What follows belongs to an exercise in optimizing a design on an open flow for small area; a production flow would make more cautious choices.
Power figures rest on the tool's default switching activity, not on a simulated workload.

==> flow/design.v <==
`timescale 1ns / 1ps
module MouseHandler(clk,rst,ps2_c_in,ps2_d_in,ps2_c_oe,ps2_d_oe,ps2_d_out,XMouseVGA,YMouseVGA,Botones);
input clk, rst;
input ps2_c_in, ps2_d_in;
output ps2_c_oe, ps2_d_oe, ps2_d_out;
output [9:0] XMouseVGA, YMouseVGA;
output reg [2:0] Botones;
reg fb;
reg [2:0] frun;
reg edge_c;
wire fsat = (frun == 3'd0);
wire all1 = fb & fsat;
wire all0 = ~fb & fsat;
wire fall_edge = edge_c & all0;
always @(posedge clk or posedge rst)
	if (rst) begin
		fb <= 1'b0;
		frun <= 3'd0;
		edge_c <= 1'b0;
	end else begin
		fb <= ps2_c_in;
		if (ps2_c_in != fb)
			frun <= 3'b001;
		else
			frun <= {frun[1:0], (~frun[2] & frun[1]) | (frun[2] & ~frun[1] & frun[0])};
		edge_c <= all1 | (edge_c & ~all0);
	end
reg go, s1, s2, s3;
wire tx_idle = ~(s1 | s2 | s3);
assign ps2_c_oe = s1;
assign ps2_d_oe = s2;
reg [3:0] cuenta;
wire trama = (cuenta == 4'd10);
localparam [15:0] LFSR_A = 16'h5d4b;
localparam [15:0] LFSR_B = 16'h5e0f;
localparam [15:0] LFSR_T = 16'hfbd0;
reg [15:0] tmr;
wire hit = (tmr == LFSR_T);
wire done = go & tx_idle;
wire tmr_load = ~go | (s2 & fall_edge & trama);
wire tmr_step = s1 | s3 | (s2 & fall_edge);
wire lfsr_fb = tmr[0] ^ tmr[3] ^ tmr[4] ^ tmr[5];
wire shift_x, shift_y;
wire [15:0] tmr_next = tmr_load ? (go ? LFSR_B : LFSR_A) :
	{done ? ps2_d_in : lfsr_fb, tmr[15:9], done ? ps2_d_in : tmr[8], tmr[7:1]};
always @(posedge clk) begin
	if (tmr_load | tmr_step | shift_x)
		tmr[7:0] <= tmr_next[7:0];
	if (tmr_load | tmr_step | shift_y)
		tmr[15:8] <= tmr_next[15:8];
end
assign ps2_d_out = tmr[0];
wire [7:0] dx = tmr[7:0];
wire [7:0] dy = tmr[15:8];
always @(posedge clk or posedge rst)
	if (rst) begin
		go <= 1'b0;
		s1 <= 1'b0;
		s2 <= 1'b0;
		s3 <= 1'b0;
	end else begin
		go <= 1'b1;
		s1 <= ~go | (s1 & ~hit);
		s2 <= (s1 & hit) | (s2 & ~(fall_edge & trama));
		s3 <= (s2 & fall_edge & trama) | (s3 & ~hit);
	end
reg [2:0] rxs;
wire rx_idle = ~rxs[2] & ~rxs[1] & ~rxs[0];
wire rx_start = ~ps2_d_in & ps2_c_in & tx_idle;
wire clr_bits = rx_idle & tx_idle;
wire shift = rxs[1] & ~rxs[0] & ~trama;
wire rx_done = rxs[2];
always @(posedge clk or posedge rst)
	if (rst)
		rxs <= 3'b000;
	else begin
		rxs[0] <= (rx_idle & rx_start) | (~rxs[1] & rxs[0] & ~fall_edge) | (rxs[1] & ~(rxs[0] & trama));
		rxs[1] <= (~rxs[1] & rxs[0] & fall_edge) | (rxs[1] & ~rxs[0]);
		rxs[2] <= rxs[1] & rxs[0] & trama;
	end
always @(posedge clk)
	if (clr_bits)
		cuenta <= 4'd0;
	else
		cuenta <= cuenta ^ {&{cuenta[2:0], fall_edge}, &{cuenta[1:0], fall_edge}, cuenta[0] & fall_edge, fall_edge};
reg [1:0] nbyte;
wire listo = nbyte[1] & ~nbyte[0];
wire slot0 = ~nbyte[1] & ~nbyte[0];
wire slot1 = ~nbyte[1] & nbyte[0];
wire slot2 = nbyte[1] & nbyte[0];
always @(posedge clk or posedge rst)
	if (rst)
		nbyte <= 2'b00;
	else begin
		nbyte[0] <= rx_done ? ~nbyte[1] : nbyte[0];
		nbyte[1] <= nbyte[0] & (rx_done | nbyte[1]);
	end
reg [5:0] st;    
assign shift_x = done & shift & slot1;
assign shift_y = done & shift & slot2;
always @(posedge clk) begin
	if (shift & slot0 & ~cuenta[3])
		st <= {ps2_d_in, st[5:1]};
end
reg [9:0] nx, ny;
assign XMouseVGA = ~nx;
assign YMouseVGA = ~ny;
wire [9:0] gdx = {10{listo}} & {{2{st[4]}}, dx};
wire [9:0] gdy = {10{listo}} & {{2{st[5]}}, dy};
reg [9:0] xn, yn;
reg cx, cy;
integer i;
always @* begin
	cx = 1'b0; cy = 1'b0;
	for (i = 0; i < 10; i = i + 1) begin
		xn[i] = nx[i] ^ gdx[i] ^ cx;
		cx = (nx[i] & gdx[i]) | (nx[i] & cx) | (gdx[i] & cx);
		yn[i] = ny[i] ^ gdy[i] ^ cy;
		cy = (ny[i] & gdy[i]) | (ny[i] & cy) | (gdy[i] & cy);
	end
end
always @(posedge clk or posedge rst)
	if (rst) begin
		nx <= 10'h3ff;
		ny <= 10'h3ff;
	end else begin
		nx <= xn;
		ny <= yn;
	end
always @(posedge clk or posedge rst)
	if (rst)
		Botones <= 3'b0;
	else if (listo)
		Botones <= st[2:0];
endmodule
Settings: LEC_CHECK=0, CAP_MARGIN=20, CORE_MARGIN=2, CORE_UTILIZATION=60, SLEW_MARGIN=20; clock period 10.0 ns.
standard.sh (not shown) runs the stock make flow with config.mk's settings and CLKGATE_MAP_FILE= SYNTH_SCRIPT=/design/flow/synth_recipe.tcl, a recipe that flattens the netlist after the stock synthesis.
==> flow/flow/run.sh <==
#!/bin/bash
# The standard layout with these changes:
#  * after the standard synthesis, the combinational logic is re-mapped by
#    ABC for area (flip-flops, adder and tie cells kept as they are), the
#    result is proven equivalent to the standard netlist, and combinational
#    cells are set to their smallest drive strength;
#  * port buffers use the smallest buffer cell (sky130_fd_sc_hd__buf_1);
#  * clock tree built from clkbuf_4 without dummy loads.
set -euo pipefail
export PATH=$PATH:/OpenROAD-flow-scripts/tools/install/yosys/bin
export BUFFER_PORTS_ARGS="-buffer_cell sky130_fd_sc_hd__buf_1"
export CTS_ARGS="-sink_clustering_enable -repair_clock_nets -dont_use_dummy_load -buf_list sky130_fd_sc_hd__clkbuf_4"
R=$PWD/orfs/results/$FLOW_PLATFORM/MouseHandler/base
LIB=$FLOW_HOME/platforms/$FLOW_PLATFORM/lib/sky130_fd_sc_hd__tt_025C_1v80.lib
bash standard.sh $R/1_2_yosys.v > synth_flow.log 2>&1
cp $R/1_2_yosys.v standard_synth.v
bash flow/reabc.sh $R/1_2_yosys.v $LIB > reabc.log 2>&1
python3 flow/downsize.py $R/1_2_yosys.v $LIB > downsize.log 2>&1
bash flow/eqcheck.sh standard_synth.v $R/1_2_yosys.v $LIB > eqcheck.log 2>&1
bash standard.sh finish > standard_flow.log 2>&1
Other scripts of this flow, unchanged in this note and not shown: flow/flow/downsize.py, flow/flow/eqcheck.sh, flow/flow/reabc.sh
Next try:
--- a/flow/design.v
+++ b/flow/design.v
@@ -23,24 +23,28 @@
 			frun <= 3'b001;
 		else
 			frun <= {frun[1:0], (~frun[2] & frun[1]) | (frun[2] & ~frun[1] & frun[0])};
 		edge_c <= all1 | (edge_c & ~all0);
 	end
-reg go, s1, s2, s3;
-wire tx_idle = ~(s1 | s2 | s3);
+reg s1, s2, s3;
+wire init = s2 & s3;
+wire go = ~init;
+wire p2 = s2 & ~s3;
+wire p3 = s3 & ~s2;
+wire tx_idle = ~s1 & ~(s2 ^ s3);
 assign ps2_c_oe = s1;
-assign ps2_d_oe = s2;
+assign ps2_d_oe = p2;
 reg [3:0] cuenta;
 wire trama = (cuenta == 4'd10);
 localparam [15:0] LFSR_A = 16'h5d4b;
 localparam [15:0] LFSR_B = 16'h5e0f;
 localparam [15:0] LFSR_T = 16'hfbd0;
 reg [15:0] tmr;
 wire hit = (tmr == LFSR_T);
-wire done = go & tx_idle;
-wire tmr_load = ~go | (s2 & fall_edge & trama);
-wire tmr_step = s1 | s3 | (s2 & fall_edge);
+wire done = ~s1 & ~s2 & ~s3;
+wire tmr_load = init | (p2 & fall_edge & trama);
+wire tmr_step = s1 | p3 | (p2 & fall_edge);
 wire lfsr_fb = tmr[0] ^ tmr[3] ^ tmr[4] ^ tmr[5];
 wire shift_x, shift_y;
 wire [15:0] tmr_next = tmr_load ? (go ? LFSR_B : LFSR_A) :
 	{done ? ps2_d_in : lfsr_fb, tmr[15:9], done ? ps2_d_in : tmr[8], tmr[7:1]};
 always @(posedge clk) begin
@@ -52,34 +56,35 @@
 assign ps2_d_out = tmr[0];
 wire [7:0] dx = tmr[7:0];
 wire [7:0] dy = tmr[15:8];
 always @(posedge clk or posedge rst)
 	if (rst) begin
-		go <= 1'b0;
 		s1 <= 1'b0;
-		s2 <= 1'b0;
-		s3 <= 1'b0;
+		s2 <= 1'b1;
+		s3 <= 1'b1;
 	end else begin
-		go <= 1'b1;
-		s1 <= ~go | (s1 & ~hit);
-		s2 <= (s1 & hit) | (s2 & ~(fall_edge & trama));
-		s3 <= (s2 & fall_edge & trama) | (s3 & ~hit);
+		s1 <= init | (s1 & ~hit);
+		s2 <= (s1 & hit) | (p2 & ~(fall_edge & trama));
+		s3 <= (p2 & fall_edge & trama) | (p3 & ~hit);
 	end
+localparam R0 = 3'd0, R1 = 3'd1, R2 = 3'd2, R3 = 3'd3, R4 = 3'd4;
 reg [2:0] rxs;
-wire rx_idle = ~rxs[2] & ~rxs[1] & ~rxs[0];
 wire rx_start = ~ps2_d_in & ps2_c_in & tx_idle;
-wire clr_bits = rx_idle & tx_idle;
-wire shift = rxs[1] & ~rxs[0] & ~trama;
-wire rx_done = rxs[2];
+wire clr_bits = (rxs == R0) & tx_idle;
+wire shift = (rxs == R2) & ~trama;
+wire rx_done = (rxs == R4);
 always @(posedge clk or posedge rst)
 	if (rst)
-		rxs <= 3'b000;
-	else begin
-		rxs[0] <= (rx_idle & rx_start) | (~rxs[1] & rxs[0] & ~fall_edge) | (rxs[1] & ~(rxs[0] & trama));
-		rxs[1] <= (~rxs[1] & rxs[0] & fall_edge) | (rxs[1] & ~rxs[0]);
-		rxs[2] <= rxs[1] & rxs[0] & trama;
-	end
+		rxs <= R0;
+	else
+		case (rxs)
+			R0: rxs <= rx_start ? R1 : R0;
+			R1: rxs <= fall_edge ? R2 : R1;
+			R2: rxs <= R3;
+			R3: rxs <= trama ? R4 : R1;
+			default: rxs <= R0;
+		endcase
 always @(posedge clk)
 	if (clr_bits)
 		cuenta <= 4'd0;
 	else
 		cuenta <= cuenta ^ {&{cuenta[2:0], fall_edge}, &{cuenta[1:0], fall_edge}, cuenta[0] & fall_edge, fall_edge};
Result: Total power came out lower by 10%. Utilization went up by 0.25 points. Routed wire length decreases by about 4.7%. Register-to-register slack loses 0.09 ns. Maximum frequency decreases by about 1.8%. Final cell count increases by 0.59%. Sequential cell count shrinks by 1.
Function was not checked in any run of this note: the RTL went through the layout flow alone.

[static timing again, ports no longer ideal]
How much do the figures lean on ideal ports? The routed layouts below were timed once more, with nothing changed but the port constraints. Step 1 (the two cells are an assumption about what drives the block):
set clk [get_ports {clk}]
set_driving_cell -lib_cell sky130_fd_sc_hd__clkbuf_16 $clk
set_driving_cell -lib_cell sky130_fd_sc_hd__buf_2 [delete_from_list [all_inputs] $clk]
Step 2 times the ports against the registers' clock, not the clock port: input delays grow and output delays shrink by t, the midpoint of the rising clock arrivals with the driver on. Slacks: ideal / step 1 / step 2; pairs: ideal / step 1.
| run | t, ns | setup slack, ns | clock arrival spread, ns |
|---|---|---|---|
| the first run | 0.404 | 5.369 / 5.369 / 5.369 | 0.023 / 0.024 |
| the second run | 0.394 | 5.282 / 5.282 / 5.282 | 0.025 / 0.025 |
After both steps setup and hold are still met in every run listed.
